This is an optimization exercise on Yosys and OpenROAD, whose aim is small area and a short achievable clock period, not a production implementation. Only simulation tests tie the RTL to the original design; equivalence was not proved. Power figures rest on the tool's default switching activity, not on a simulated workload.

==> flow/design.v (outline; a module is shown in full before it is edited, if it fits) <==
// module bit_shifter_1: 12 lines
// module pe_1: 13 lines
// module conv_calc_5ks: 2945 lines
module conv_calc_5ks(
    valid_in, clk, rst,
    out_data_0, out_data_1, out_data_2, out_data_3, out_data_4, out_data_5, out_data_6, out_data_7, out_data_8, out_data_9, out_data_10, out_data_11, out_data_12, out_data_13, out_data_14, out_data_15, out_data_16, out_data_17, out_data_18, out_data_19, out_data_20, out_data_21, out_data_22, out_data_23, out_data_24,
    out_weight_0, out_weight_1, out_weight_2, out_weight_3, out_weight_4, out_weight_5, out_weight_6, out_weight_7, out_weight_8, out_weight_9, out_weight_10, out_weight_11, out_weight_12, out_weight_13, out_weight_14, out_weight_15, out_weight_16, out_weight_17, out_weight_18, out_weight_19, out_weight_20, out_weight_21, out_weight_22, out_weight_23, out_weight_24, out_weight_25, out_weight_26, out_weight_27, out_weight_28, out_weight_29, out_weight_30, out_weight_31, out_weight_32, out_weight_33, out_weight_34, out_weight_35, out_weight_36, out_weight_37, out_weight_38, out_weight_39, out_weight_40, out_weight_41, out_weight_42, out_weight_43, out_weight_44, out_weight_45, out_weight_46, out_weight_47, out_weight_48, out_weight_49, out_weight_50, out_weight_51, out_weight_52, out_weight_53, out_weight_54, out_weight_55, out_weight_56, out_weight_57, out_weight_58, out_weight_59, out_weight_60, out_weight_61, out_weight_62, out_weight_63, out_weight_64, out_weight_65, out_weight_66, out_weight_67, out_weight_68, out_weight_69, out_weight_70, out_weight_71, out_weight_72, out_weight_73, out_weight_74,
    bias_0, bias_1, bias_2,
    conv_out_1, conv_out_2, conv_out_3,
    valid_out
);
  // ...
==> flow/flow/run.sh <==
#!/bin/bash
set -euo pipefail
MARGIN=${MARGIN:-8.0}
bash standard.sh SETUP_SLACK_MARGIN=$MARGIN finish > standard.log 2>&1
==> flow/standard.sh <==
#!/bin/bash
# synth_recipe.tcl (not shown) runs the flow's synth.tcl, then flattens the netlist and writes it again
# the make line also repeats each setting of config.mk as NAME=value (left out here)
make -C /OpenROAD-flow-scripts/flow DESIGN_CONFIG=/design/flow/config.mk WORK_HOME=/design/flow/orfs CLKGATE_MAP_FILE= SYNTH_SCRIPT=/design/flow/synth_recipe.tcl "${@:-finish}"
==> flow/config.mk <==
export PLATFORM = sky130hd
export DESIGN_NAME = conv_calc_5ks
export DESIGN_NICKNAME = conv_calc_5ks
export VERILOG_FILES = /design/flow/design.v
export SDC_FILE = /design/flow/constraint.sdc
export NUM_CORES = 4
export LEC_CHECK = 0
export CAP_MARGIN = 20
export CORE_MARGIN = 2
export CORE_UTILIZATION = 40
export SLEW_MARGIN = 20
export TNS_END_PERCENT = 0
==> flow/constraint.sdc <==
create_clock -name core_clock -period 14.0 [get_ports {clk}]
set_input_delay 2.8000 -clock core_clock [delete_from_list [all_inputs] [get_ports {clk}]]
set_output_delay 2.8000 -clock core_clock [all_outputs]
set_load 0.01 [all_outputs]
==> out/results.ini, run 1 <==
[cells_and_area]
buffers=614
num-multi-input-gates=5888
drive_above_1_share_pct=8.19
multi_input_area_share_pct=77.2
postLayoutCellArea_sq_um=72100
multi_input_area_sq_um=55700
final_cell_mix=fa_1 (1001), inv_1 (694), xor2_1 (611), a21oi_1 (577), mux2i_1 (426)
antennaDiodeCount=58

[worst_setup_path]
cp.arrival_ns=7.35
cp_slowest_cell=fa_1
crit_top_cell=fa_1
path_delay_family=adder cells
crit_fanout=12

[placement]
place_congestion=1.06

[global_routing]
grt_pass1_vias=55000
grtUsageMet3_pct=11.0
busiest_layer=met2

[drt]
drc_errors=0
route.met2.wl_microns=134000
top_layer_used=met5
wl_met3_microns=37600
routed_wl_microns=314000
vias=58300

[sta]
setup_slack_ns=7.16
tns_ns=0
slew_headroom_pct=27.3
fmax_mhz=146
fin_crit_sh_pct=48.9

[power_and_ir_drop]
pg_comb_mw=18.4
p_sw_share_pct=53.8

[cts]
cts_resized=891
cts_buffers=24
clk_pin_slew_worst_paths_ns=0.08
clk_path_buf_depth=3

[synth]
ys_seq_elements=217
synth_top_family_by_area=adder cells
yosysUniqueCellTypes=66
yosysWarnings=1
synth_common_cells=fa_1 (1059), inv_1 (704), xor2_1 (643)

[outcome]
status=timing/DRC/antenna clean

==> inputs of run 2 (changes only) <==
==> flow/flow/run.sh (replaced) <==
#!/bin/bash
set -euo pipefail
MARGIN=${MARGIN:-7.5}
bash standard.sh SETUP_SLACK_MARGIN=$MARGIN finish > standard.log 2>&1
--- a/flow/config.mk
+++ b/flow/config.mk
@@ -9,4 +9,3 @@
 export CORE_MARGIN = 2
 export CORE_UTILIZATION = 40
 export SLEW_MARGIN = 20
-export TNS_END_PERCENT = 0
==> run 2 against run 1 <==
  * Largest cell class unchanged
  * Clock power is 4.6% higher
  * Cell area grew 4.7%
  * Critical path type is now reg2out
  * Critical path depth is 1 lower
  * Non-clock buffer count is 184 higher
  * Fmax rose by 1.1%
  * Flip-flop and latch count is the same
  * Setup slack improved by 0.076 ns
==> out/results.ini, run 2 <==
[cells_and_area]
nNetsFinal=9369  ; was 9182
multi_input_area_sq_um=57900  ; was 55700 sq um
register_area_sq_um=4370  ; was 4350 sq um
final_cell_mix=fa_1 (912), inv_1 (681), xor2_1 (592), a21oi_1 (491), mux2i_1 (418)  ; was fa_1 (1001), inv_1 (694), xor2_1 (611), a21oi_1 (577), mux2i_1 (426)
nFillCells=15700  ; was 16000
drive_above_1_share_pct=18.4  ; was 8.19%
areaGrowthSynthToFinish_pct=17.3  ; was 12.1%
final_common_cell=fa_1  ; unchanged

[worst_setup_path]
cp-endpoint=conv_out_3[10]  ; was r0_11_0
worst_setup_path_start_kind=flop  ; was primary input
startpoint=r2_7_0  ; was out_data_17[5]
crit_type=reg2out  ; was in2reg
end_kind=output port  ; was flop
worstPathRequired_ns=11.20  ; was 14.50 ns
cp.arrival_ns=3.96  ; was 7.35 ns
crit_fanout=2  ; was 12

[sta]
fmax_mhz=148  ; was 146 MHz
tns_ns=0  ; unchanged
setup_viol=0  ; unchanged
hold_viol=0  ; unchanged
fin_crit_sh_pct=48.3  ; was 48.9%
worstMarginPinSlew_ns=1.10  ; was 1.09 ns
rsz0062_at_grt=yes  ; unchanged
slew_viol_final=0  ; unchanged
slew_headroom_pct=26.6  ; was 27.3%
min_period_ns=6.76  ; was 6.84 ns

[cts]
cts_tree=built  ; unchanged
clk_path_buf_depth=3  ; unchanged
cts_max_level=1  ; unchanged
clk_pin_slew_worst_paths_ns=0.07  ; was 0.08 ns
cts_buffers=27  ; was 24
cts.sinks=217  ; unchanged
cts_root_buf=clkbuf_16  ; unchanged

[global_routing]
grt_overflow_total=0  ; unchanged
grt_pass1_vias=55200  ; was 55000
grt_pass1_wl_microns=433000  ; was 431000 microns
gr-usage-all-layers_pct=37.9  ; was 37.6%
antenna_found_initial=110  ; was 102
grt_max_degree=24  ; unchanged

[power_and_ir_drop]
finalPower_mw=22.9  ; was 20.5 mW
p_leak_nw=30.7  ; was 29.3 nW
ir_worst_vdd_mv=0.442  ; was 0.406 mV
power_density_nw_per_um2=304  ; was 285 nW/um^2

[drt]
drc_errors=0  ; unchanged
drt_pass1_iterations=6  ; was 8
dr.first_iter.drc_count=7607  ; was 7585
wl_per_cell_microns=32.1  ; was 32.3 microns
final_antenna_net_count=0  ; unchanged
via_per_inst=5.92  ; was 5.99
vias=58700  ; was 58300
routed_wl_microns=318000  ; was 314000 microns

[synth]
ys_async_sr_fraction_pct=0.461  ; unchanged
yosysWarnings=1  ; unchanged
dominantRegCellSynth=dfxtp_1  ; unchanged
synth_common_cells=fa_1 (1059), inv_1 (704), xor2_1 (643)  ; unchanged
yosysTopAreaCellShare_pct=33.0  ; unchanged
syn_avg_cell_area_sq_um=8.51  ; unchanged
syn-num-nets=9249  ; unchanged
yosysUniqueCellTypes=66  ; unchanged
ys_top_cells_by_area=fa_1 (33%), xor2_1 (8.8%), dfxtp_1 (6.7%)  ; unchanged
yosysMostFrequentCell=fa_1  ; unchanged
synth_cells=7555  ; unchanged
ys_seq_elements=217  ; unchanged
syn_area_sq_um=64300  ; unchanged
synth_seq_area_share_pct=6.76  ; unchanged
synth_enable_flop_cells=0  ; unchanged
yosysTopAreaCell=fa_1  ; unchanged

[die]
dieWidth_microns=405  ; unchanged
core_sq_um=160000  ; unchanged
ios=564  ; unchanged
die_area_sq_um=164000  ; unchanged
die_h_microns=405  ; unchanged
rows=147  ; unchanged
initial_core_util_pct=40.1  ; unchanged

[hold_path]
min_path_type=in2async  ; unchanged

[placement]
io_buffers=563  ; unchanged
place_congestion=1.06  ; about the same
hpwl_microns=271000  ; was 274000 microns

[flow_run]
cap_violations=0  ; unchanged

[outcome]
status=timing/DRC/antenna clean  ; unchanged

## run 2: cell counts after synthesis
No cell type changed its count.
## run 2: worst min path at each step
stage | cells past startpoint | endpoint | slack [ns] | from
floorplan | 1 | valid_out | 2.53 | rst
global placement | 2 | valid_out | 2.94 | rst
detailed placement | 2 | valid_out | 2.96 | rst
CTS | 2 | valid_out | 2.33 | rst
global route | 2 | valid_out | 2.34 | rst
finish | 2 | valid_out | 2.35 | rst
## run 2: final cells by class
cell class | count | share of cell area (%)
Multi-Input combinational cell | 5888 | 76.8
Timing Repair Buffer | 798 | 8.61
Sequential cell | 217 | 5.79
Inverter | 743 | 3.80
Tap cell | 2160 | 3.58
Clock buffer | 37 | 1.01
Antenna cell | 72 | 0.239
Clock inverter | 11 | 0.186
## run 2: per-layer routing
metal	global-route usage (%)	part of all wire (%)	routed length, microns	vias up
met5	0	0.092	294	-
met4	14.4	5.5	17400	48
met3	10.8	12	38000	587
met2	55.9	42	133000	3244
met1	52.3	41	129000	29300
li1	-	-	-	25600
## run 2: cells by family (layout without fill, tap and decap cells)
kind of cell    Yosys count  in the layout  share of synthesized area [%]
buf+inv                1450           1589                           8.48
compound gates         1732           1732                           17.1
xor+xnor               1076           1076                           14.7
other cells               0             72                              0
mux                     444            444                           6.94
fa+ha+maj              1167           1167                           35.1
simple gates           1469           1469                           11.0
flops                   217            217                           6.76
## run 2: metrics by stage
step | hold slack, ns | instance area (sq um) | setup WS (ns) | utilization, % | std cells
floorplan | 2.53 | 64700 | 7.45 | - | 7555
global placement | 2.94 | 70400 | 6.04 | 43.9 | 9618
detailed placement | 2.96 | 70400 | 6.02 | 43.9 | 9618
CTS | 2.33 | 73800 | 7.24 | 46.1 | 9777
global route | 2.34 | 75300 | 7.17 | 47.0 | 9877
finish | 2.35 | 75400 | 7.24 | 47.1 | 9926
## run 2: timing repair
item,CTS,global route
gates cloned,3,1
endpoints found under the setup margin,212,163
setup buffers,108,76
pin swaps,174,246
resized for setup,1864,1230
hold buffers,0,0
## run 2: critical path: stages (launching register included)
cell	delay, ns
dfxtp_2	0.32
fa_1	0.50
fa_1	0.56
ha_4	0.22
a21o_1	0.22
a211oi_4	0.25
or3b_4	0.41
a211o_1	0.35
a31o_1	0.24
xor2_1	0.15
buf_2	0.15
## run 2: power breakdown
part / switching [mW] / internal (mW) / leakage [nW]
clock: 0.323 / 0.434 / 0.434
sequential: 0.228 / 1.24 / 1.83
combinational: 11.7 / 9.02 / 28.5
total: 12.2 / 10.7 / 30.7
==> inputs of run 3 (changes only) <==
==> flow/run.sh (new file) <==
#!/bin/bash
# synth_recipe.tcl (not shown) runs the flow's synth.tcl, then flattens the netlist and writes it again
# the make line also repeats each setting of config.mk as NAME=value (left out here)
make -C /OpenROAD-flow-scripts/flow DESIGN_CONFIG=/design/flow/config.mk WORK_HOME=/design/flow/orfs CLKGATE_MAP_FILE= SYNTH_SCRIPT=/design/flow/synth_recipe.tcl finish
removed: flow/flow/run.sh
removed: flow/standard.sh
==> run 3 against run 2 <==
  * Still clean
  * Sequential power about the same
  * Critical path depth is 3 higher
  * Combinational power down 12%
  * Routed wire length is 2.9% lower
  * Critical endpoint is now r0_5_0
==> out/results.ini, run 3 <==
[synth]
synth_cells=7555  ; unchanged
yosysWarnings=1  ; unchanged
synth_enable_flop_cells=0  ; unchanged
synthAdderAreaFrac_pct=35.1  ; unchanged
syn_area_sq_um=64300  ; unchanged
ys_top_cells_by_area=fa_1 (33%), xor2_1 (8.8%), dfxtp_1 (6.7%)  ; unchanged
yosysUniqueCellTypes=66  ; unchanged
synth_common_cells=fa_1 (1059), inv_1 (704), xor2_1 (643)  ; unchanged
yosysTopAreaCell=fa_1  ; unchanged
yosysMostFrequentCell=fa_1  ; unchanged
yosys.area_share.simple_pct=11.0  ; unchanged
syn-num-nets=9249  ; unchanged
dominantRegCellSynth=dfxtp_1  ; unchanged
yosysTopAreaCellShare_pct=33.0  ; unchanged
synth.mux.area_fraction_pct=6.94  ; unchanged
synth-xor-area-share_pct=14.7  ; unchanged
synth_compound_area_share_pct=17.1  ; unchanged
syn_avg_cell_area_sq_um=8.51  ; unchanged
ys_seq_elements=217  ; unchanged
ys_async_sr_fraction_pct=0.461  ; unchanged
synth_top_family_by_area=adder cells  ; unchanged
synth_seq_area_share_pct=6.76  ; unchanged

[sta]
slew_viol_final=0  ; unchanged
fmax_mhz=134  ; was 148 MHz
hold_viol=0  ; unchanged
tns_ns=0  ; unchanged
fin_crit_sh_pct=53.4  ; was 48.3%
slew_headroom_pct=24.3  ; was 26.6%
worstMarginPinSlew_ns=1.13  ; was 1.10 ns
rsz0062_at_grt=no  ; was yes
min_period_ns=7.47  ; was 6.76 ns
setup_viol=0  ; unchanged

[global_routing]
antenna_found_initial=82  ; was 110
grt_pass1_vias=53900  ; was 55200
grt_overflow_total=0  ; unchanged
gr-usage-all-layers_pct=37.0  ; was 37.9%
grt_pass1_wl_microns=423000  ; was 433000 microns
grt_max_degree=24  ; unchanged

[cts]
cts_buffers=27  ; unchanged
cts_root_buf=clkbuf_16  ; unchanged
cts_tree=built  ; unchanged
cts_hold_repair.buffers=0  ; unchanged
cts_resized=0  ; was 1864
cts_max_level=1  ; unchanged
clk_pin_slew_worst_paths_ns=0.07  ; about the same
clk_path_buf_depth=3  ; unchanged
post-cts-setup-buffer-count=0  ; was 108
cts.sinks=217  ; unchanged

[power_and_ir_drop]
finalPower_mw=20.3  ; was 22.9 mW
intPower_mw=9.47  ; was 10.7 mW
p_sw_share_pct=53.5  ; was 53.4%
p_clk_share_pct=3.6  ; was 3.3%
power_density_nw_per_um2=286  ; was 304 nW/um^2
ir_worst_vdd_mv=0.500  ; was 0.442 mV
sequentialPowerShare_pct=7.1  ; was 6.4%
switchingPower_mw=10.9  ; was 12.2 mW
p_leak_nw=28.4  ; was 30.7 nW
power_frac_comb_pct=89.3  ; was 90.3%

[worst_setup_path]
cp_slowest_cell=clkdlybuf4s50_1  ; was fa_1
worstPathRequired_ns=14.50  ; was 11.20 ns
cp.depth=13  ; was 10
crit_top_cell=fa_1  ; unchanged
crit_path_max_incr_delay_ns=0.76  ; was 0.56 ns
path_delay_family=adder cells  ; unchanged
end_kind=flop  ; was output port
worst_setup_path_start_kind=primary input  ; was flop
crit_type=in2reg  ; was reg2out
cp.arrival_ns=7.97  ; was 3.96 ns
startpoint=out_weight_11[0]  ; was r2_7_0
cp_num_buf_inv=2  ; was 1
cp-endpoint=r0_5_0  ; was conv_out_3[10]
crit_fanout=19  ; was 2
crit_chain=clkdlybuf4s50_1 > nor2b_1 > a21oi_1 > nor2_1 > a31oi_1 > o21ai_0 > xnor2_1 > fa_1 > fa_1 > fa_1 > fa_1 > inv_1 > fa_1  ; was fa_1 > fa_1 > ha_4 > a21o_1 > a211oi_4 > or3b_4 > a211o_1 > a31o_1 > xor2_1 > buf_2

[cells_and_area]
nNetsFinal=9167  ; was 9369
drive_above_1_share_pct=1.57  ; was 18.4%
final_cell_mix=fa_1 (1059), inv_1 (704), xor2_1 (643), a21oi_1 (596), clkdlybuf4s50_1 (562)  ; was fa_1 (912), inv_1 (681), xor2_1 (592), a21oi_1 (491), mux2i_1 (418)
areaGrowthSynthToFinish_pct=10.8  ; was 17.3%
final_common_cell=fa_1  ; unchanged

[die]
ios=564  ; unchanged
die_area_sq_um=164000  ; unchanged
die_h_microns=405  ; unchanged
core_sq_um=160000  ; unchanged
rows=147  ; unchanged
initial_core_util_pct=40.1  ; unchanged
dieWidth_microns=405  ; unchanged

[placement]
place_congestion=1.08  ; was 1.06
hpwl_microns=270000  ; was 271000 microns
io_buffers=563  ; unchanged

[drt]
routed_wl_microns=309000  ; was 318000 microns
via_per_inst=5.95  ; was 5.92
drc_errors=0  ; unchanged
dr.first_iter.drc_count=8130  ; was 7607
drt_pass1_iterations=7  ; was 6
wl_per_cell_microns=31.8  ; was 32.1 microns
vias=57700  ; was 58700
final_antenna_net_count=0  ; unchanged

[hold_path]
min_path_type=in2async  ; unchanged

[outcome]
status=timing/DRC/antenna clean  ; unchanged

[flow_run]
cap_violations=0  ; unchanged

-- run 3: power by group through the flow --
stage	Sequential, mW	Combinational (mW)	Clock (mW)
after global routing	1.48	19.9	0.763
after floorplan	1.39	10.5	0
final	1.44	18.2	0.742
after global placement	1.45	17.6	0
after CTS	1.44	18.0	0.744
after detailed placement	1.45	17.8	0
-- run 3: logic make-up after synthesis --
logic type	Yosys count
muxes	444
xor gates and xnor gates	1076
adders and majority gates	1167
buffers and inverters	1450
DFF	217
AOI/OAI and AO/OA	1732
and+or+nand+nor	1469
-- run 3: metrics by stage --
stage | instance area (sq um) | worst slack (ns) | instances | util, % | hold WS (ns)
2_1_floorplan | 64300 | 6.82 | 7555 | - | 2.53
4_1_cts | 71100 | 6.53 | 9654 | 44.4 | 2.30
3_5_place_dp | 70200 | 6.03 | 9604 | 43.8 | 2.94
3_3_place_gp | 70200 | 6.00 | 9604 | 43.8 | 2.94
5_1_grt | 71200 | 6.30 | 9680 | 44.4 | 2.31
6_report | 71300 | 6.53 | 9713 | 44.5 | 2.30
-- run 3: final cells by class --
type                       count  area (sq um)
timing repair buffer         596          5880
fill                       15800         88900
antenna                       59           148
clock inverter                18           163
sequential                   217          4350
inverter                     743          2790
multi-input combinational   5888         54500
tap                         2160          2700
clock buffer                  32           724
-- run 3: how the worst min path moves through the flow --
| stage | endpoint | slack (ns) | cells after the start |
|---|---|---|---|
| global placement | valid_out | 2.94 | 2 |
| CTS | valid_out | 2.30 | 2 |
| finish | valid_out | 2.30 | 2 |
| floorplan | valid_out | 2.53 | 1 |
| detailed placement | valid_out | 2.94 | 2 |
| global route | valid_out | 2.31 | 2 |
-- run 3: routing by layer --
| metal | part of all wire (%) | up-vias | routed length (microns) | track usage (%) |
|---|---|---|---|---|
| met4 | 4.4 | 48 | 13500 | 13.7 |
| li1 | - | 25200 | - | - |
| met5 | 0.097 | - | 301 | 0 |
| met3 | 12 | 509 | 36700 | 11.3 |
| met1 | 41 | 28600 | 125000 | 50.0 |
| met2 | 43 | 3342 | 133000 | 55.4 |
==> inputs of run 4 (changes only) <==
==> flow/flow/run.sh (new file) <==
#!/bin/bash
set -euo pipefail
MARGIN=${MARGIN:-8.0}
bash standard.sh SETUP_SLACK_MARGIN=$MARGIN \
  "BUFFER_PORTS_ARGS=-buffer_cell sky130_fd_sc_hd__buf_2" \
  finish > standard.log 2>&1
==> flow/standard.sh (new file) <==
#!/bin/bash
# synth_recipe.tcl (not shown) runs the flow's synth.tcl, then flattens the netlist and writes it again
# the make line also repeats each setting of config.mk as NAME=value (left out here)
make -C /OpenROAD-flow-scripts/flow DESIGN_CONFIG=/design/flow/config.mk WORK_HOME=/design/flow/orfs CLKGATE_MAP_FILE= SYNTH_SCRIPT=/design/flow/synth_recipe.tcl "${@:-finish}"
--- a/flow/config.mk
+++ b/flow/config.mk
@@ -9,3 +9,4 @@
 export CORE_MARGIN = 2
 export CORE_UTILIZATION = 40
 export SLEW_MARGIN = 20
+export TNS_END_PERCENT = 0
removed: flow/run.sh
==> run 4 against run 3 <==
  * Die area did not move
  * Global-route usage is 0.37 points higher
  * Utilization fell by 1.7 points
  * Fmax is 10% higher
  * Highest routed layer unchanged
==> out/results.ini, run 4 <==
[outcome]
status=timing/DRC/antenna clean  ; unchanged

[power_and_ir_drop]
switchingPower_mw=10.8  ; was 10.9 mW
p_leak_nw=28.2  ; was 28.4 nW
ir_worst_vdd_mv=0.408  ; was 0.500 mV
p_clk_share_pct=3.4  ; was 3.6%
intPower_mw=8.63  ; was 9.47 mW
sequentialPowerShare_pct=7.5  ; was 7.1%
power_density_nw_per_um2=284  ; was 286 nW/um^2
p_sw_share_pct=55.6  ; was 53.5%
power_frac_comb_pct=89.2  ; was 89.3%

[drt]
vias=57800  ; was 57700
drt_pass1_iterations=6  ; was 7
routed_wl_microns=312000  ; was 309000 microns
drc_errors=0  ; unchanged
dr.first_iter.drc_count=7684  ; was 8130
final_antenna_net_count=0  ; unchanged
wl_per_cell_microns=32.2  ; was 31.8 microns
via_per_inst=5.97  ; was 5.95

[cells_and_area]
areaGrowthSynthToFinish_pct=6.45  ; was 10.8%
drive_above_1_share_pct=9.49  ; was 1.57%
nNetsFinal=9139  ; was 9167
final_common_cell=fa_1  ; unchanged
final_cell_mix=fa_1 (1051), inv_1 (697), xor2_1 (642), a21oi_1 (594), buf_2 (563)  ; was fa_1 (1059), inv_1 (704), xor2_1 (643), a21oi_1 (596), clkdlybuf4s50_1 (562)
final_cells=9689  ; was 9713

[die]
initial_core_util_pct=40.1  ; unchanged
core_sq_um=160000  ; unchanged
die_area_sq_um=164000  ; unchanged
rows=147  ; unchanged
ios=564  ; unchanged
dieWidth_microns=405  ; unchanged
die_h_microns=405  ; unchanged

[worst_setup_path]
worst_setup_path_start_kind=flop  ; was primary input
cp.arrival_ns=3.99  ; was 7.97 ns
crit_chain=fa_1 > fa_2 > ha_4 > and2_4 > a211oi_4 > or3b_4 > a211o_1 > a31o_4 > xor2_1 > buf_2  ; was clkdlybuf4s50_1 > nor2b_1 > a21oi_1 > nor2_1 > a31oi_1 > o21ai_0 > xnor2_1 > fa_1 > fa_1 > fa_1 > fa_1 > inv_1 > fa_1
worstPathRequired_ns=11.20  ; was 14.50 ns
crit_fanout=4  ; was 19
cp_slowest_cell=fa_2  ; was clkdlybuf4s50_1
end_kind=output port  ; was flop
crit_path_max_incr_delay_ns=0.60  ; was 0.76 ns
crit_type=reg2out  ; was in2reg

[synth]
synth-xor-area-share_pct=14.7  ; unchanged
yosysTopAreaCellShare_pct=33.0  ; unchanged
yosysWarnings=1  ; unchanged
synth_common_cells=fa_1 (1059), inv_1 (704), xor2_1 (643)  ; unchanged
ys_top_cells_by_area=fa_1 (33%), xor2_1 (8.8%), dfxtp_1 (6.7%)  ; unchanged
synth_enable_flop_cells=0  ; unchanged
syn_area_sq_um=64300  ; unchanged
ys_async_sr_fraction_pct=0.461  ; unchanged
syn-num-nets=9249  ; unchanged
synth_top_family_by_area=adder cells  ; unchanged
synth_cells=7555  ; unchanged
yosysUniqueCellTypes=66  ; unchanged
yosysTopAreaCell=fa_1  ; unchanged
synth_seq_area_share_pct=6.76  ; unchanged
synth_compound_area_share_pct=17.1  ; unchanged
synth.mux.area_fraction_pct=6.94  ; unchanged
yosys.area_share.simple_pct=11.0  ; unchanged
ys_seq_elements=217  ; unchanged
syn_avg_cell_area_sq_um=8.51  ; unchanged
synthAdderAreaFrac_pct=35.1  ; unchanged
yosysMostFrequentCell=fa_1  ; unchanged
dominantRegCellSynth=dfxtp_1  ; unchanged

[placement]
dp_cells=9572  ; was 9604
hpwl_microns=273000  ; was 270000 microns
place_congestion=1.09  ; was 1.08
io_buffers=563  ; unchanged

[sta]
hold_viol=0  ; unchanged
setup_viol=0  ; unchanged
tns_ns=0  ; unchanged
slew_headroom_pct=48.6  ; was 24.3%
fmax_mhz=147  ; was 134 MHz
rsz0062_at_grt=yes  ; was no
worstMarginPinSlew_ns=0.765  ; was 1.13 ns
min_period_ns=6.79  ; was 7.47 ns
fin_crit_sh_pct=48.5  ; was 53.4%
slew_viol_final=0  ; unchanged

[global_routing]
gr-usage-all-layers_pct=37.4  ; was 37.0%
grt_max_degree=24  ; unchanged
grt_pass1_vias=54500  ; was 53900
grt_overflow_total=0  ; unchanged
grt_pass1_wl_microns=428000  ; was 423000 microns
antenna_found_initial=145  ; was 82

[cts]
cts.sinks=217  ; unchanged
clk_path_buf_depth=3  ; unchanged
cts_buffers=24  ; was 27
clk_pin_slew_worst_paths_ns=0.08  ; was 0.07 ns
cts_hold_repair.buffers=0  ; unchanged
cts_tree=built  ; unchanged
cts_max_level=1  ; unchanged
cts_root_buf=clkbuf_16  ; unchanged

[flow_run]
cap_violations=0  ; unchanged

[hold_path]
min_path_type=in2async  ; unchanged

-- run 4: cell counts after synthesis --
Identical to the previous run, type by type.
-- run 4: metal layers --
layer	global-route usage (%)	wire length, microns	up-vias
met5	0	790	-
met4	14.0	13900	122
met3	12.1	36800	511
met2	55.6	134000	3062
met1	50.3	127000	29000
li1	-	-	25200
-- run 4: critical path, delay by kind of cell, from the launching register on --
kind	cells	cell delay [ns]
flip-flops	1	0.34
XOR/XNOR	1	0.13
buffers and inverters	1	0.15
adder cells (fa/ha/maj)	3	1.32
AND/OR/NAND/NOR	2	0.60
AO/OA/AOI/OAI	3	0.84
-- run 4: power groups by stage --
| stage | combinational [mW] | sequential, mW | clock (mW) |
|---|---|---|---|
| final | 17.3 | 1.45 | 0.653 |
| after global routing | 19.1 | 1.48 | 0.669 |
| after CTS | 16.9 | 1.45 | 0.658 |
| after detailed placement | 16.6 | 1.46 | 0 |
| after global placement | 16.4 | 1.45 | 0 |
| after floorplan | 10.5 | 1.39 | 0 |
-- run 4: final timing paths --
check	from	end	slack [ns]	cells past startpoint
max in group asynchronous	rst	valid_out	11.88	2
min	rst	valid_out	2.04	2
max	r2_9_0	conv_out_3[10]	7.21	10
min in group core_clock	valid_in	valid_out	2.32	1
-- run 4: kinds of logic (layout without fill, tap and decap cells) --
| logic type | count (synthesis) | in the layout |
|---|---|---|
| compound gates | 1732 | 1732 |
| xor+xnor | 1076 | 1076 |
| fa+ha+maj | 1167 | 1167 |
| buf+inv | 1450 | 1353 |
| flops | 217 | 217 |
| mux | 444 | 444 |
| other cells | 0 | 71 |
| simple gates | 1469 | 1469 |
-- run 4: area by class of cell --
type	instances	area, sq um
diodes	71	178
repair buffers	571	2880
well taps	2160	2700
clock inverters	7	61.3
multi-input cells	5888	54800
inverters	743	2820
flip-flops and latches	217	4350
fillers	16300	91700
clock buffers	32	661
-- run 4: per-stage QoR --
step	utilization [%]	setup WS [ns]	area, sq um	hold slack [ns]	total power [mW]
2_1_floorplan	-	7.55	65100	2.53	11.9
3_3_place_gp	42.1	6.75	67400	2.63	17.9
3_5_place_dp	42.1	6.65	67400	2.63	18.1
4_1_cts	42.6	7.20	68200	2.02	19.1
5_1_grt	42.7	7.13	68300	2.04	21.3
6_report	42.7	7.21	68500	2.04	19.4
-- run 4: timing repair --
action	4_1_cts	5_1_grt
endpoints found under the setup margin	200	205
buffers inserted	2	5
resized for setup	10	14
pin swaps	6	10
==> inputs of run 5 (changes only) <==
==> flow/flow/run.sh (replaced) <==
#!/bin/bash
set -euo pipefail
MARGIN=${MARGIN:-9.0}
bash standard.sh SETUP_SLACK_MARGIN=$MARGIN \
  "BUFFER_PORTS_ARGS=-buffer_cell sky130_fd_sc_hd__buf_2" \
  finish > standard.log 2>&1
==> run 5 against run 4 <==
  * Fmax stayed put
  * First-iteration DRC count stayed put
  * Count of clock-buffer cells in the layout is the same
  * Sequential power barely moved
  * Die area did not move
  * Still clean
  * Largest power group unchanged
  * Global-route usage stayed put
  * Flip-flop and latch count did not move
  * Final cell count unchanged
  * Power unchanged
==> out/results.ini, run 5 <==
[sta]
setup_viol=0  ; unchanged
fmax_mhz=147  ; unchanged
tns_ns=0  ; unchanged
hold_viol=0  ; unchanged
min_period_ns=6.79  ; unchanged
fin_crit_sh_pct=48.5  ; unchanged
setup_slack_ns=7.21  ; unchanged
slew_viol_final=0  ; unchanged
rsz0062_at_grt=yes  ; unchanged
worstMarginPinSlew_ns=0.765  ; unchanged
slew_headroom_pct=48.6  ; unchanged
whs_ns=2.04  ; unchanged

[worst_setup_path]
crit_type=reg2out  ; unchanged
crit_fanout=4  ; unchanged
cp.arrival_ns=3.99  ; about the same
worst_setup_path_start_kind=flop  ; unchanged
crit_chain=fa_1 > fa_2 > ha_4 > and2_4 > a211oi_4 > or3b_4 > a211o_1 > a31o_4 > xor2_1 > buf_2  ; unchanged
cp_slowest_cell=fa_2  ; unchanged
worstPathRequired_ns=11.20  ; about the same
crit_path_max_incr_delay_ns=0.60  ; about the same
end_kind=output port  ; unchanged
startpoint=r2_9_0  ; unchanged

[global_routing]
grt_max_degree=24  ; unchanged
antenna_found_initial=145  ; unchanged
grt_pass1_vias=54500  ; unchanged
grt_pass1_wl_microns=428000  ; unchanged
grt_overflow_total=0  ; unchanged
gr-usage-all-layers_pct=37.4  ; unchanged

[synth]
yosysTopAreaCell=fa_1  ; unchanged
synth_cells=7555  ; unchanged
synth_seq_area_share_pct=6.76  ; unchanged
ys_top_cells_by_area=fa_1 (33%), xor2_1 (8.8%), dfxtp_1 (6.7%)  ; unchanged
syn_area_sq_um=64300  ; unchanged
synth_common_cells=fa_1 (1059), inv_1 (704), xor2_1 (643)  ; unchanged
yosysWarnings=1  ; unchanged
dominantRegCellSynth=dfxtp_1  ; unchanged
ys_seq_elements=217  ; unchanged
syn_avg_cell_area_sq_um=8.51  ; unchanged
yosysUniqueCellTypes=66  ; unchanged
synth_enable_flop_cells=0  ; unchanged
yosysTopAreaCellShare_pct=33.0  ; unchanged
syn-num-nets=9249  ; unchanged
ys_async_sr_fraction_pct=0.461  ; unchanged
yosysMostFrequentCell=fa_1  ; unchanged

[cells_and_area]
final_common_cell=fa_1  ; unchanged
utilization_pct=42.7  ; unchanged
final_cells=9689  ; unchanged
drive_above_1_share_pct=9.49  ; unchanged
nNetsFinal=9139  ; unchanged
postLayoutCellArea_sq_um=68500  ; unchanged
areaGrowthSynthToFinish_pct=6.45  ; unchanged
nFillCells=16300  ; unchanged
final_cell_mix=fa_1 (1051), inv_1 (697), xor2_1 (642), a21oi_1 (594), buf_2 (563)  ; unchanged

[cts]
cts_root_buf=clkbuf_16  ; unchanged
clk_pin_slew_worst_paths_ns=0.08  ; about the same
cts_hold_repair.buffers=0  ; unchanged
cts.sinks=217  ; unchanged
clk_path_buf_depth=3  ; unchanged
cts_tree=built  ; unchanged
cts_buffers=24  ; unchanged
cts_max_level=1  ; unchanged

[placement]
io_buffers=563  ; unchanged
dp_cells=9572  ; unchanged
place_congestion=1.09  ; unchanged
dp_worst_setup_slack_ns=6.65  ; unchanged
hpwl_microns=273000  ; unchanged
placed_cell_area_sq_um=67400  ; unchanged

[power_and_ir_drop]
intPower_mw=8.63  ; unchanged
p_clk_share_pct=3.4  ; about the same
finalPower_mw=19.4  ; unchanged
ir_worst_vdd_mv=0.408  ; unchanged
power_density_nw_per_um2=284  ; unchanged
p_leak_nw=28.2  ; unchanged
power_frac_comb_pct=89.2  ; about the same
sequentialPowerShare_pct=7.5  ; about the same
p_sw_share_pct=55.6  ; unchanged
switchingPower_mw=10.8  ; unchanged

[die]
dieWidth_microns=405  ; unchanged
ios=564  ; unchanged
core_sq_um=160000  ; unchanged
die_area_sq_um=164000  ; unchanged
rows=147  ; unchanged
die_h_microns=405  ; unchanged
initial_core_util_pct=40.1  ; unchanged

[flow_run]
cap_violations=0  ; unchanged

[drt]
vias=57800  ; unchanged
dr.first_iter.drc_count=7684  ; unchanged
routed_wl_microns=312000  ; unchanged
drt_pass1_iterations=6  ; unchanged
final_antenna_net_count=0  ; unchanged
via_per_inst=5.97  ; unchanged
wl_per_cell_microns=32.2  ; unchanged
drc_errors=0  ; unchanged

[hold_path]
min_path_type=in2async  ; unchanged

[outcome]
status=timing/DRC/antenna clean  ; unchanged

## run 5: cell counts after synthesis
No cell type changed its count.
## run 5: path summary, 6_finish.rpt
kind	endpoint	slack, ns
setup / recovery	conv_out_3[10]	7.21
hold / removal	valid_out	2.04
max in group asynchronous	valid_out	11.88
min in group core_clock	valid_out	2.32
## run 5: per-layer routing
| layer | routed length [microns] | share of wire, % | global-route usage (%) | vias up |
|---|---|---|---|---|
| met5 | 790 | 0.25 | 0 | - |
| met4 | 13900 | 4.4 | 14.0 | 122 |
| met3 | 36800 | 12 | 12.1 | 511 |
| met2 | 134000 | 43 | 55.6 | 3062 |
| met1 | 127000 | 41 | 50.3 | 29000 |
| li1 | - | - | - | 25200 |
## run 5: cell type report
class                           count  area, sq um  share of cell area (%)
Multi-Input combinational cell   5888        54800                    80.1
Sequential cell                   217         4350                    6.36
Timing Repair Buffer              571         2880                    4.20
Inverter                          743         2820                    4.11
Tap cell                         2160         2700                    3.95
Clock buffer                       32          661                   0.965
Antenna cell                       71          178                   0.260
Clock inverter                      7         61.3                  0.0896
## run 5: power by group through the flow
stage | Clock (mW) | Combinational [mW] | Sequential [mW]
after CTS | 0.658 | 16.9 | 1.45
after detailed placement | 0 | 16.6 | 1.46
after global routing | 0.669 | 19.1 | 1.48
after global placement | 0 | 16.4 | 1.45
final | 0.653 | 17.3 | 1.45
after floorplan | 0 | 10.5 | 1.39
## run 5: timing repair
action                                  in CTS  in global routing
endpoints found under the setup margin     234                236
pin swaps                                    6                 10
buffers inserted                             2                  5
gates resized for setup                     10                 14
## run 5: kinds of logic (layout without fill, tap and decap cells)
family,count (synthesis),count (layout),share of synthesized area (%)
buffers and inverters,1450,1353,8.48
other,0,71,0
AND/OR/NAND/NOR,1469,1469,11.0
AO/OA/AOI/OAI,1732,1732,17.1
adder cells (fa/ha/maj),1167,1167,35.1
XOR/XNOR,1076,1076,14.7
multiplexers,444,444,6.94
flip-flops,217,217,6.76
## run 5: worst max-delay path, delay by kind of cell (launching register included)
| kind | cells | cell delay [ns] |
|---|---|---|
| xor+xnor | 1 | 0.13 |
| compound gates | 3 | 0.84 |
| fa+ha+maj | 3 | 1.32 |
| flops | 1 | 0.34 |
| simple gates | 2 | 0.60 |
| buf+inv | 1 | 0.15 |
==> inputs of run 6 (changes only) <==
==> flow/flow/run.sh (replaced) <==
#!/bin/bash
set -euo pipefail
MARGIN=${MARGIN:-8.0}
bash standard.sh SETUP_SLACK_MARGIN=$MARGIN \
  "BUFFER_PORTS_ARGS=-buffer_cell sky130_fd_sc_hd__buf_2" \
  finish > standard.log 2>&1
--- a/flow/config.mk
+++ b/flow/config.mk
@@ -9,4 +9,4 @@
 export CORE_MARGIN = 2
 export CORE_UTILIZATION = 40
 export SLEW_MARGIN = 20
-export TNS_END_PERCENT = 0
+export TNS_END_PERCENT = 5
==> run 6 against run 5 <==
  * Combinational power grew 6%
  * Via count increased by 1.1%
  * Worst hold slack lost 0.036 ns
  * Critical path type unchanged
  * Critical endpoint unchanged
  * Largest cell class unchanged
  * Largest power group unchanged
==> out/results.ini, run 6 <==
[sta]
slew_viol_final=0  ; unchanged
hold_viol=0  ; unchanged
slew_headroom_pct=46.5  ; was 48.6%
rsz0062_at_grt=yes  ; unchanged
tns_ns=0  ; unchanged
worstMarginPinSlew_ns=0.796  ; was 0.765 ns
fin_crit_sh_pct=48.5  ; about the same
setup_viol=0  ; unchanged
min_period_ns=6.79  ; about the same
whs_ns=2.00  ; was 2.04 ns
fmax_mhz=147  ; about the same

[synth]
synth_seq_area_share_pct=6.76  ; unchanged
syn-num-nets=9249  ; unchanged
yosysTopAreaCellShare_pct=33.0  ; unchanged
ys_top_cells_by_area=fa_1 (33%), xor2_1 (8.8%), dfxtp_1 (6.7%)  ; unchanged
yosysWarnings=1  ; unchanged
synth_common_cells=fa_1 (1059), inv_1 (704), xor2_1 (643)  ; unchanged
dominantRegCellSynth=dfxtp_1  ; unchanged
synth_cells=7555  ; unchanged
ys_async_sr_fraction_pct=0.461  ; unchanged
yosysUniqueCellTypes=66  ; unchanged
syn_area_sq_um=64300  ; unchanged
yosysTopAreaCell=fa_1  ; unchanged
ys_seq_elements=217  ; unchanged
synth_enable_flop_cells=0  ; unchanged
yosysMostFrequentCell=fa_1  ; unchanged
syn_avg_cell_area_sq_um=8.51  ; unchanged

[cts]
clk_pin_slew_worst_paths_ns=0.08  ; about the same
cts.sinks=217  ; unchanged
cts_tree=built  ; unchanged
cts_root_buf=clkbuf_16  ; unchanged
cts_buffers=25  ; was 24
cts_hold_repair.buffers=0  ; unchanged
clk_path_buf_depth=3  ; unchanged
cts_max_level=1  ; unchanged

[placement]
place_congestion=1.07  ; was 1.09
io_buffers=563  ; unchanged
hpwl_microns=271000  ; was 273000 microns

[worst_setup_path]
crit_type=reg2out  ; unchanged
end_kind=output port  ; unchanged
worstPathRequired_ns=11.20  ; about the same
cp-endpoint=conv_out_3[10]  ; unchanged
cp.arrival_ns=3.99  ; about the same
crit_fanout=2  ; was 4
worst_setup_path_start_kind=flop  ; unchanged
startpoint=r2_7_0  ; was r2_9_0

[drt]
wl_met3_microns=39100  ; was 36800 microns
vias=58500  ; was 57800
via_per_inst=5.99  ; was 5.97
drc_errors=0  ; unchanged
dr.first_iter.drc_count=8282  ; was 7684
final_antenna_net_count=0  ; unchanged
wl_met1_microns=123000  ; was 127000 microns
top_layer_used=met5  ; unchanged
wl_per_cell_microns=32.0  ; was 32.2 microns
route.met2.wl_microns=133000  ; was 134000 microns
drt_pass1_iterations=9  ; was 6
routed_wl_microns=312000  ; about the same

[cells_and_area]
areaGrowthSynthToFinish_pct=13.2  ; was 6.45%
nFillCells=16000  ; was 16300
final_common_cell=fa_1  ; unchanged
drive_above_1_share_pct=17.2  ; was 9.49%
nNetsFinal=9220  ; was 9139
final_cell_mix=fa_1 (979), inv_1 (677), xor2_1 (613), a21oi_1 (462), mux2i_1 (415)  ; was fa_1 (1051), inv_1 (697), xor2_1 (642), a21oi_1 (594), buf_2 (563)

[die]
rows=147  ; unchanged
core_sq_um=160000  ; unchanged
die_h_microns=405  ; unchanged
die_area_sq_um=164000  ; unchanged
ios=564  ; unchanged
initial_core_util_pct=40.1  ; unchanged
dieWidth_microns=405  ; unchanged

[global_routing]
grt_pass1_vias=54700  ; was 54500
grt_max_degree=24  ; unchanged
gr-usage-all-layers_pct=37.0  ; was 37.4%
grt_overflow_total=0  ; unchanged
grt_pass1_wl_microns=425000  ; was 428000 microns
antenna_found_initial=108  ; was 145

[outcome]
status=timing/DRC/antenna clean  ; unchanged

[power_and_ir_drop]
power_density_nw_per_um2=282  ; was 284 nW/um^2
p_leak_nw=29.6  ; was 28.2 nW
ir_worst_vdd_mv=0.376  ; was 0.408 mV

[hold_path]
min_path_type=in2async  ; unchanged

[flow_run]
cap_violations=0  ; unchanged

==> run 6: cell counts after synthesis <==
Identical to the previous run, type by type.
==> run 6: area by class of cell <==
class                   instances  area, sq um  share of cell area, %
multi-input cells            5888        57400                   78.8
repair buffers                650         4410                   6.06
flip-flops and latches        217         4360                   5.99
inverters                     743         2940                   4.03
well taps                    2160         2700                   3.71
clock buffers                  35          723                  0.993
diodes                         63          158                  0.217
clock inverters                10          156                  0.215
repair inverters                1         5.00                0.00687
==> run 6: layer usage <==
metal | vias to the layer above | global-route usage (%)
met5 | - | 0
met2 | 3338 | 55.5
met4 | 80 | 14.0
met3 | 596 | 12.0
li1 | 25300 | -
met1 | 29100 | 49.4
==> run 6: worst max-delay path, stage by stage, from the launching register on <==
cell      delay [ns]
dfxtp_2         0.33
fa_1            0.52
fa_2            0.59
ha_4            0.21
a21o_1          0.21
a211oi_4        0.26
or3b_4          0.41
a211o_1         0.32
a31o_1          0.23
xor2_1          0.17
buf_2           0.16
==> run 6: how the worst min path moves through the flow <==
stage	cells past startpoint	slack, ns	endpoint	from
3_5_place_dp	2	2.63	valid_out	rst
6_report	2	2.00	valid_out	rst
3_3_place_gp	2	2.63	valid_out	rst
5_1_grt	2	2.00	valid_out	rst
4_1_cts	2	1.98	valid_out	rst
2_1_floorplan	1	2.53	valid_out	rst
==> run 6: metrics by stage <==
| step | area (sq um) | instances | power [mW] | utilization, % | setup WS (ns) |
|---|---|---|---|---|---|
| after floorplan | 65300 | 7555 | 11.9 | - | 7.55 |
| after global placement | 67400 | 9571 | 18.1 | 42.1 | 6.80 |
| after detailed placement | 67400 | 9571 | 18.3 | 42.1 | 6.81 |
| after CTS | 68700 | 9631 | 20.0 | 42.9 | 7.14 |
| after global routing | 72700 | 9721 | 22.4 | 45.4 | 7.16 |
| final | 72800 | 9767 | 20.5 | 45.5 | 7.21 |
==> run 6: where the power goes <==
group / switching [mW] / internal (mW)
Clock: 0.322 / 0.419
Combinational: 10.6 / 7.76
Sequential: 0.194 / 1.24
Total: 11.1 / 9.42
==> run 6: cell families (layout without fill, tap and decap cells) <==
group / after synthesis / count (layout) / share of synthesized area (%)
xor gates and xnor gates: 1076 / 1076 / 14.7
adders and majority gates: 1167 / 1167 / 35.1
AOI/OAI and AO/OA: 1732 / 1732 / 17.1
other: 0 / 63 / 0
and+or+nand+nor: 1469 / 1469 / 11.0
DFF: 217 / 217 / 6.76
buffers and inverters: 1450 / 1439 / 8.48
muxes: 444 / 444 / 6.94
==> run 6: repair_timing <==
item,CTS,global route
gates cloned,0,1
endpoints found under the setup margin,195,202
resized for setup,56,1072
pin swaps,41,216
buffers inserted,15,72
==> inputs of run 7 (changes only) <==
==> flow/flow/run.sh (replaced) <==
#!/bin/bash
set -euo pipefail
MARGIN=${MARGIN:-8.0}
bash standard.sh SETUP_SLACK_MARGIN=$MARGIN \
  "BUFFER_PORTS_ARGS=-buffer_cell sky130_fd_sc_hd__buf_1" \
  finish > standard.log 2>&1
--- a/flow/config.mk
+++ b/flow/config.mk
@@ -9,4 +9,4 @@
 export CORE_MARGIN = 2
 export CORE_UTILIZATION = 40
 export SLEW_MARGIN = 20
-export TNS_END_PERCENT = 5
+export TNS_END_PERCENT = 0
==> run 7 against run 6 <==
  * Combinational power decreased by 6%
  * Power decreased by 4.7%
  * Flip-flop and latch count unchanged
==> out/results.ini, run 7 <==
[outcome]
status=timing/DRC/antenna clean  ; unchanged

[sta]
setup_slack_ns=7.18  ; was 7.21 ns
hold_viol=0  ; unchanged
min_period_ns=6.82  ; was 6.79 ns
fin_crit_sh_pct=48.7  ; was 48.5%
fmax_mhz=147  ; about the same
rsz0062_at_grt=yes  ; unchanged
tns_ns=0  ; unchanged
slew_headroom_pct=18.5  ; was 46.5%
setup_viol=0  ; unchanged
worstMarginPinSlew_ns=1.22  ; was 0.796 ns
slew_viol_final=0  ; unchanged

[synth]
yosysTopAreaCell=fa_1  ; unchanged
synth_cells=7555  ; unchanged
ys_top_cells_by_area=fa_1 (33%), xor2_1 (8.8%), dfxtp_1 (6.7%)  ; unchanged
ys_seq_elements=217  ; unchanged
yosysUniqueCellTypes=66  ; unchanged
ys_async_sr_fraction_pct=0.461  ; unchanged
synth_seq_area_share_pct=6.76  ; unchanged
dominantRegCellSynth=dfxtp_1  ; unchanged
syn-num-nets=9249  ; unchanged
synth_enable_flop_cells=0  ; unchanged
yosysMostFrequentCell=fa_1  ; unchanged
yosysTopAreaCellShare_pct=33.0  ; unchanged
synth_common_cells=fa_1 (1059), inv_1 (704), xor2_1 (643)  ; unchanged
syn_avg_cell_area_sq_um=8.51  ; unchanged
syn_area_sq_um=64300  ; unchanged
yosysWarnings=1  ; unchanged

[die]
rows=147  ; unchanged
ios=564  ; unchanged
initial_core_util_pct=40.1  ; unchanged
dieWidth_microns=405  ; unchanged
core_sq_um=160000  ; unchanged
die_area_sq_um=164000  ; unchanged
die_h_microns=405  ; unchanged

[power_and_ir_drop]
power_density_nw_per_um2=283  ; was 282 nW/um^2
ir_worst_vdd_mv=0.335  ; was 0.376 mV
p_leak_nw=27.9  ; was 29.6 nW

[placement]
io_buffers=563  ; unchanged
dp_worst_setup_slack_ns=6.18  ; was 6.81 ns
hpwl_microns=272000  ; was 271000 microns
place_congestion=1.12  ; was 1.07

[global_routing]
grt_pass1_vias=54700  ; about the same
grt_max_degree=24  ; unchanged
grt_pass1_wl_microns=428000  ; was 425000 microns
gr-usage-all-layers_pct=37.3  ; was 37.0%
grt_overflow_total=0  ; unchanged
antenna_found_initial=96  ; was 108

[cells_and_area]
areaGrowthSynthToFinish_pct=7.52  ; was 13.2%
register_area_sq_um=4350  ; was 4360 sq um
nNetsFinal=9221  ; was 9220
multi_input_area_sq_um=54900  ; was 57400 sq um
nFillCells=16200  ; was 16000
final_cell_mix=fa_1 (1047), inv_1 (694), xor2_1 (640), a21oi_1 (594), xnor2_1 (429)  ; was fa_1 (979), inv_1 (677), xor2_1 (613), a21oi_1 (462), mux2i_1 (415)
drive_above_1_share_pct=6.21  ; was 17.2%
final_common_cell=fa_1  ; unchanged

[drt]
drc_errors=0  ; unchanged
drt_pass1_iterations=8  ; was 9
routed_wl_microns=311000  ; was 312000 microns
via_per_inst=5.92  ; was 5.99
final_antenna_net_count=0  ; unchanged
wl_per_cell_microns=31.9  ; was 32.0 microns
vias=57800  ; was 58500
dr.first_iter.drc_count=7699  ; was 8282

[worst_setup_path]
cp.arrival_ns=7.34  ; was 3.99 ns
worstPathRequired_ns=14.52  ; was 11.20 ns
crit_type=in2reg  ; was reg2out
end_kind=flop  ; was output port
worst_setup_path_start_kind=primary input  ; was flop
crit_path_max_incr_delay_ns=0.69  ; was 0.59 ns
crit_fanout=9  ; was 2
crit_top_cell=fa_1
cp_slowest_cell=buf_1  ; was fa_2
crit_chain=buf_1 > mux2i_1 > o21ai_0 > nand2_1 > xor2_1 > fa_1 > fa_1 > fa_1 > fa_1 > fa_1 > inv_1  ; was fa_1 > fa_2 > ha_4 > a21o_1 > a211oi_4 > or3b_4 > a211o_1 > a31o_1 > xor2_1 > buf_2

[cts]
clk_path_buf_depth=3  ; unchanged
cts_max_level=1  ; unchanged
clk_pin_slew_worst_paths_ns=0.08  ; about the same
cts_root_buf=clkbuf_16  ; unchanged
cts_tree=built  ; unchanged
cts_buffers=27  ; was 25
cts_hold_repair.buffers=0  ; unchanged
cts.sinks=217  ; unchanged

[hold_path]
min_path_type=in2async  ; unchanged

[flow_run]
cap_violations=0  ; unchanged

==> run 7: changes by cell type in the layout (fill, tap and decap cells not counted), moves of 81 or more <==
cell / previous run / this run
a21oi_1: 462 / 594
a21oi_2: 133 / 3
buf_1: 0 / 357
buf_2: 376 / 46
clkbuf_2: 0 / 138
o21ai_0: 273 / 354
==> run 7: metrics by stage <==
stage | cell area, sq um | utilization (%) | hold WS [ns] | power, mW | cells
CTS | 68600 | 42.9 | 1.93 | 19.1 | 9703
finish | 69100 | 43.2 | 1.96 | 19.6 | 9766
global route | 69100 | 43.1 | 1.97 | 21.4 | 9730
floorplan | 65100 | - | 2.53 | 11.9 | 7555
global placement | 67200 | 42.0 | 2.61 | 17.6 | 9648
detailed placement | 67300 | 42.0 | 2.61 | 17.8 | 9649
==> run 7: path summary, 6_finish.rpt <==
path | start | end | slack (ns)
hold / removal | rst | valid_out | 1.96
setup / recovery | out_data_13[6] | r0_11_0 | 7.18
min in group core_clock | valid_in | valid_out | 2.26
max in group asynchronous | rst | valid_out | 11.96
==> run 7: final cells by class <==
cell class / count / area share, %
antenna: 58 / 0.210
clock buffer: 33 / 1.07
clock inverter: 17 / 0.431
inverter: 743 / 4.08
multi-input combinational: 5888 / 79.4
sequential: 217 / 6.30
tap: 2160 / 3.91
timing repair buffer: 650 / 4.57
==> run 7: critical path, delay by kind of cell <==
kind | cells | cell delay (ns)
fa+ha+maj | 5 | 2.76
simple gates | 1 | 0.18
mux | 1 | 0.18
buf+inv | 2 | 0.73
xor+xnor | 1 | 0.24
compound gates | 1 | 0.42
==> run 7: kinds of logic after synthesis <==
family	after synthesis	synth area share, %
AND/OR/NAND/NOR	1469	11.0
AO/OA/AOI/OAI	1732	17.1
multiplexers	444	6.94
buffers and inverters	1450	8.48
flip-flops	217	6.76
XOR/XNOR	1076	14.7
adder cells (fa/ha/maj)	1167	35.1
==> run 7: routing by layer <==
metal  track usage [%]  share of wire (%)  vias to the layer above
met4              13.8                4.3                       78
met1              50.8                 41                    28800
met5                 0               0.16                        -
met3              11.6                 12                      469
li1                  -                  -                    25300
met2              55.3                 43                     3093
==> run 7: repair_timing <==
action / CTS / global route
pin swaps: 5 / 14
gates resized for setup: 107 / 232
buffers inserted: 4 / 4
endpoints found under the setup margin: 211 / 224
==> run 7: power breakdown <==
group	internal, mW	total [mW]	leakage (nW)	switching [mW]
clock network	0.508	0.863	0.492	0.355
logic	6.93	17.3	25.6	10.3
registers	1.24	1.44	1.83	0.208

[separate check: timing with driven ports]
How much do the figures lean on ideal ports? The routed layouts below were timed once more, with nothing changed but the port constraints.
Step 1: set_driving_cell puts a clkbuf_16 on clk and a buf_2 on each other input, an assumption about the parent block.
Step 2 also shifts input and output timing later by t, the mid clock arrival at the registers, as if the neighbouring blocks saw the same clock.
Three values: ideal, step 1, step 2; two values: the first two.
run | t, ns | setup WS [ns] | slew at the worst register clock pin (ns)
run 1 | 0.659 | 7.159 / 7.106 / 6.447 | 0.08 / 0.08
run 2 | 0.658 | 7.236 / 7.173 / 6.762 | 0.07 / 0.07
run 3 | 0.689 | 6.531 / 6.467 / 5.779 | 0.10 / 0.10
run 4 | 0.665 | 7.215 / 7.151 / 6.595 | 0.09 / 0.09
run 5 | 0.665 | 7.215 / 7.151 / 6.595 | 0.09 / 0.09
run 6 | 0.665 | 7.208 / 7.141 / 6.578 | 0.09 / 0.09
run 7 | 0.699 | 7.184 / 7.118 / 6.457 | 0.10 / 0.10
After both steps every run listed still meets setup and hold. The setup slack of run 3, which loses most, moves by -0.064 ns with the drivers and by -0.752 ns with both steps.
